Background: an optimization exercise with open tools, aiming at small area and a short achievable clock period. Do not read the settings as production practice.
Function was checked by simulation only, so behaviour that the tests miss may differ from the original.
The flow treats the clock pin as an ideal source, which a real chip does not have.

==> inputs of v34 <==
Design FP32Multi, start of the top module:
module FP32Multi
(
    input         clk,
    input         input_valid,
    input [31:0]  x1,
    input [31:0]  x2,
    output [31:0] y,
    output reg    out_valid
);
export LEC_CHECK = 0
export CAP_MARGIN = 20
export CORE_MARGIN = 2
export CORE_UTILIZATION = 60
export CTS_CLUSTER_DIAMETER = 100
export CTS_CLUSTER_SIZE = 30
export PLACE_DENSITY = 0.72
export SETUP_SLACK_MARGIN = 5
export SLEW_MARGIN = 20
export SYNTH_HIERARCHICAL = 1
export TNS_END_PERCENT = 0
create_clock -name core_clock -period 8.5 [get_ports {clk}]
standard.sh (not shown) runs the stock make flow with config.mk's settings and CLKGATE_MAP_FILE= SYNTH_SCRIPT=/design/flow/synth_recipe.tcl, a recipe that flattens the netlist after the stock synthesis.
==> flow/flow/run.sh <==
#!/bin/bash
# Layout flow: the standard ORFS flow (standard.sh) unchanged except for
#  - synthesis: the same script, but ABC maps with flow/abc.script (area
#    oriented, no ABC-side buffering or sizing; OpenROAD sizes the gates
#    after placement);
#  - flow/env.sh: extra ORFS settings (port buffers are buf_1 cells);
set -euo pipefail
HERE=$(pwd)
ABC_D=${ABC_D:-$(cat flow/abc_d.txt 2>/dev/null || echo 3300)}
{
  cat <<'EOT'
proc abc {args} {
  set new {}
  set skip 0
  foreach a $args {
    if {$skip} { set skip 0; continue }
    if {$a eq "-script"} { lappend new -script $::env(MY_ABC_SCRIPT); set skip 1; continue }
    if {$a eq "-D"} { lappend new -D $::env(MY_ABC_D); set skip 1; continue }
    lappend new $a
  }
  puts "flow abc: $new"
  yosys abc {*}$new
}
EOT
  cat synth_recipe.tcl
} > my_synth.tcl
# optional extra ORFS settings
[ -f flow/env.sh ] && source flow/env.sh
export MY_ABC_SCRIPT=$HERE/flow/abc.script
export MY_ABC_D=$ABC_D
sed "s#SYNTH_SCRIPT=[^ ]*#SYNTH_SCRIPT=$HERE/my_synth.tcl#" standard.sh > my_standard.sh
# 1. standard flow up to clock tree synthesis
bash my_standard.sh cts > flow_make.log 2>&1
# 2. useful clock skew between the register banks (see flow/skew.tcl)
R=$HERE/orfs/results/sky130hd/FP32Multi/base
SKEW_IN=$R/4_cts.odb SKEW_OUT=$R/4_cts.odb openroad -no_init -exit flow/skew.tcl > skew.log 2>&1
touch $R/4_cts.odb
bash my_standard.sh > flow_make2.log 2>&1
==> flow/flow/skew.tcl <==
# Useful clock skew between the pipeline banks, applied after clock tree
# synthesis:
#  - the first bank (r1) gets its own two-level branch from the clock port
#    (a second root buffer), so it clocks earlier than the others: this moves
#    time from the input paths (which have slack) to the r1 -> r2 paths;
#  - the third bank (r3) gets one more buffer level, so it clocks later:
#    this moves time from the r3 -> r4 paths (which have slack) to the
#    r2 -> r3 paths.
set in_odb  $::env(SKEW_IN)
set out_odb $::env(SKEW_OUT)
set group_max [expr {[info exists ::env(SKEW_GROUP)] ? $::env(SKEW_GROUP) : 14}]
set bufname [expr {[info exists ::env(SKEW_BUF)] ? $::env(SKEW_BUF) : "sky130_fd_sc_hd__clkbuf_16"}]
set latebuf [expr {[info exists ::env(SKEW_LATEBUF)] ? $::env(SKEW_LATEBUF) : "sky130_fd_sc_hd__clkbuf_4"}]
read_db $in_odb
set db [ord::get_db]
set block [ord::get_db_block]
set clknet [[$block findBTerm clk] getNet]
set rootmaster [$db findMaster "sky130_fd_sc_hd__clkbuf_16"]
set master [$db findMaster $bufname]
set pat {^(m1_1|one_1|two_1|neg_1|top_1|es_1|lz_1|inf_1|zero_1|s_1|v_1)(\\?\[|\$)}
set flops {}
foreach inst [$block getInsts] {
  set n [$inst getName]
  if {[regexp $pat $n] && [string match "sky130_fd_sc_hd__df*" [[$inst getMaster] getName]]} {
    lappend flops $inst
  }
}
puts "SKEW: [llength $flops] r1 registers"
# recursive bisection into groups of at most group_max
proc split_groups {insts maxn} {
  if {[llength $insts] <= $maxn} { return [list $insts] }
  set xs {}; set ys {}
  foreach i $insts { lassign [$i getLocation] x y; lappend xs $x; lappend ys $y }
  set dx [expr {[tcl::mathfunc::max {*}$xs] - [tcl::mathfunc::min {*}$xs]}]
  set dy [expr {[tcl::mathfunc::max {*}$ys] - [tcl::mathfunc::min {*}$ys]}]
  set idx [expr {$dx >= $dy ? 0 : 1}]
  set sorted [lsort -command [list cmp_loc $idx] $insts]
  set h [expr {[llength $sorted] / 2}]
  return [concat [split_groups [lrange $sorted 0 [expr {$h-1}]] $maxn] [split_groups [lrange $sorted $h end] $maxn]]
}
proc cmp_loc {idx a b} {
  set va [lindex [$a getLocation] $idx]; set vb [lindex [$b getLocation] $idx]
  return [expr {$va < $vb ? -1 : ($va > $vb ? 1 : 0)}]
}
# a second root buffer on the clock port, near the r1 registers, drives
# their branch buffers (the port then drives two cells)
set sx 0; set sy 0
foreach i $flops { lassign [$i getLocation] x y; set sx [expr {$sx + $x}]; set sy [expr {$sy + $y}] }
set root [odb::dbInst_create $block $rootmaster "skewroot"]
$root setLocation [expr {int($sx / [llength $flops])}] [expr {int($sy / [llength $flops])}]
$root setPlacementStatus PLACED
set rootnet [odb::dbNet_create $block "skewrootnet"]
$rootnet setSigType CLOCK
[$root findITerm A] connect $clknet
[$root findITerm X] connect $rootnet
set k 0
foreach g [split_groups $flops $group_max] {
  set sx 0; set sy 0
  foreach i $g { lassign [$i getLocation] x y; set sx [expr {$sx + $x}]; set sy [expr {$sy + $y}] }
  set cx [expr {int($sx / [llength $g])}]; set cy [expr {int($sy / [llength $g])}]
  set buf [odb::dbInst_create $block $master "skewbuf_$k"]
  $buf setLocation $cx $cy
  $buf setPlacementStatus PLACED
  set net [odb::dbNet_create $block "skewnet_$k"]
  $net setSigType CLOCK
  [$buf findITerm A] connect $rootnet
  [$buf findITerm X] connect $net
  foreach i $g {
    set it [$i findITerm CLK]
    $it disconnect
    $it connect $net
  }
  incr k
}
puts "SKEW: $k branch buffers"
set latepat {^(w8_3|shl_3|ex_3|big_3|s_3|v_3)(\\?\[|\$)}
set late {}
foreach inst [$block getInsts] {
  set n [$inst getName]
  if {[regexp $latepat $n] && [string match "sky130_fd_sc_hd__df*" [[$inst getMaster] getName]]} {
    lappend late $inst
  }
}
puts "SKEW: [llength $late] r3 registers"
set bynet [dict create]
foreach i $late {
  set net [[$i findITerm CLK] getNet]
  dict lappend bynet [$net getName] $i
}
set lmaster [$db findMaster $latebuf]
set k 0
dict for {netname insts} $bynet {
  set leafnet [$block findNet $netname]
  foreach g [split_groups $insts $group_max] {
    set sx 0; set sy 0
    foreach i $g { lassign [$i getLocation] x y; set sx [expr {$sx + $x}]; set sy [expr {$sy + $y}] }
    set cx [expr {int($sx / [llength $g])}]; set cy [expr {int($sy / [llength $g])}]
    set buf [odb::dbInst_create $block $lmaster "skewlate_$k"]
    $buf setLocation $cx $cy
    $buf setPlacementStatus PLACED
    set net [odb::dbNet_create $block "skewlatenet_$k"]
    $net setSigType CLOCK
    [$buf findITerm A] connect $leafnet
    [$buf findITerm X] connect $net
    foreach i $g {
      set it [$i findITerm CLK]
      $it disconnect
      $it connect $net
    }
    incr k
  }
}
puts "SKEW: $k late buffers"

# clock buffers left without sinks are removed
set changed 1
while {$changed} {
  set changed 0
  foreach inst [$block getInsts] {
    set m [[$inst getMaster] getName]
    if {[string match "sky130_fd_sc_hd__clkbuf_*" $m] && ![string match "skewbuf_*" [$inst getName]]} {
      set x [$inst findITerm X]
      set n [$x getNet]
      if {$n ne "NULL" && [llength [$n getITerms]] == 1 && [llength [$n getBTerms]] == 0} {
        puts "SKEW: removing idle [$inst getName]"
        [$inst findITerm A] disconnect
        $x disconnect
        odb::dbInst_destroy $inst
        odb::dbNet_destroy $n
        set changed 1
        break
      }
    }
  }
}
detailed_placement
check_placement -verbose
write_db $out_odb
Other scripts of this flow, unchanged in this note and not shown: flow/flow/abc.script, flow/flow/env.sh
==> inputs of v18, as changes to v34 <==
--- a/flow/flow/run.sh
+++ b/flow/flow/run.sh
@@ -4,5 +4,6 @@
 #    oriented, no ABC-side buffering or sizing; OpenROAD sizes the gates
 #    after placement);
-#  - flow/env.sh: extra ORFS settings (port buffers are buf_1 cells);
+#  - flow/env.sh: extra ORFS settings (port buffers are buf_1 cells).
+# All tool output goes to flow_make.log and ORFS's own logs under orfs/logs.
 set -euo pipefail
 HERE=$(pwd)
@@ -30,9 +31,3 @@
 export MY_ABC_D=$ABC_D
 sed "s#SYNTH_SCRIPT=[^ ]*#SYNTH_SCRIPT=$HERE/my_synth.tcl#" standard.sh > my_standard.sh
-# 1. standard flow up to clock tree synthesis
-bash my_standard.sh cts > flow_make.log 2>&1
-# 2. useful clock skew between the register banks (see flow/skew.tcl)
-R=$HERE/orfs/results/sky130hd/FP32Multi/base
-SKEW_IN=$R/4_cts.odb SKEW_OUT=$R/4_cts.odb openroad -no_init -exit flow/skew.tcl > skew.log 2>&1
-touch $R/4_cts.odb
-bash my_standard.sh > flow_make2.log 2>&1
+bash my_standard.sh > flow_make.log 2>&1
removed: flow/flow/skew.tcl
==> comparison <==
Of v18 and v34, v18 has the higher cell area (gap 0.27%, measured against v34).
Against v34, the first-iteration DRC count of v18 is larger by 1.6%.
Between v18 and v34, the lower global-route usage is in v18 (gap 0.34 points).
Of v34 and v18, v34 has the higher register-to-register slack (gap 0.03 ns).
Of v34 and v18, v34 has the higher setup slack (gap 0.030 ns).
Of v34 and v18, v18 has the higher critical path depth (gap 1).
In v18 the worst hold slack is higher than in v34, by 0.21 ns.

==> afterwards: timing with drivers on the ports <==
The flow's constraints put no driver on any port. The routed layouts listed below were extracted and timed again, unchanged, in two steps. Step 1 sets driving cells, clkbuf_16 on the clock port and buf_2 on the other inputs (assumed; they add their load-dependent delay and slew). Step 2, shift: input delay + t, output delay - t, t = (earliest + latest rising clock arrival at the registers) / 2. This alone moves slack from input paths to output paths. Slacks: ideal ports / drivers / drivers and shift; pairs: ideal ports / drivers.
run | t (ns) | setup slack, ns | clock arrival spread, ns | worst data-port slew with drivers (ns)
v34 | 0.579 | 5.019 / 5.018 / 4.671 | 0.356 / 0.357 | 0.06
v18 | 0.571 | 4.989 / 4.989 / 4.877 | 0.013 / 0.013 | 0.06
Clock arrivals are far apart in v34, so t is only a midpoint there and step 2 fits no single register. The setup slack of v34, which loses most, moves by -0.001 ns with the drivers and by -0.348 ns with both steps.
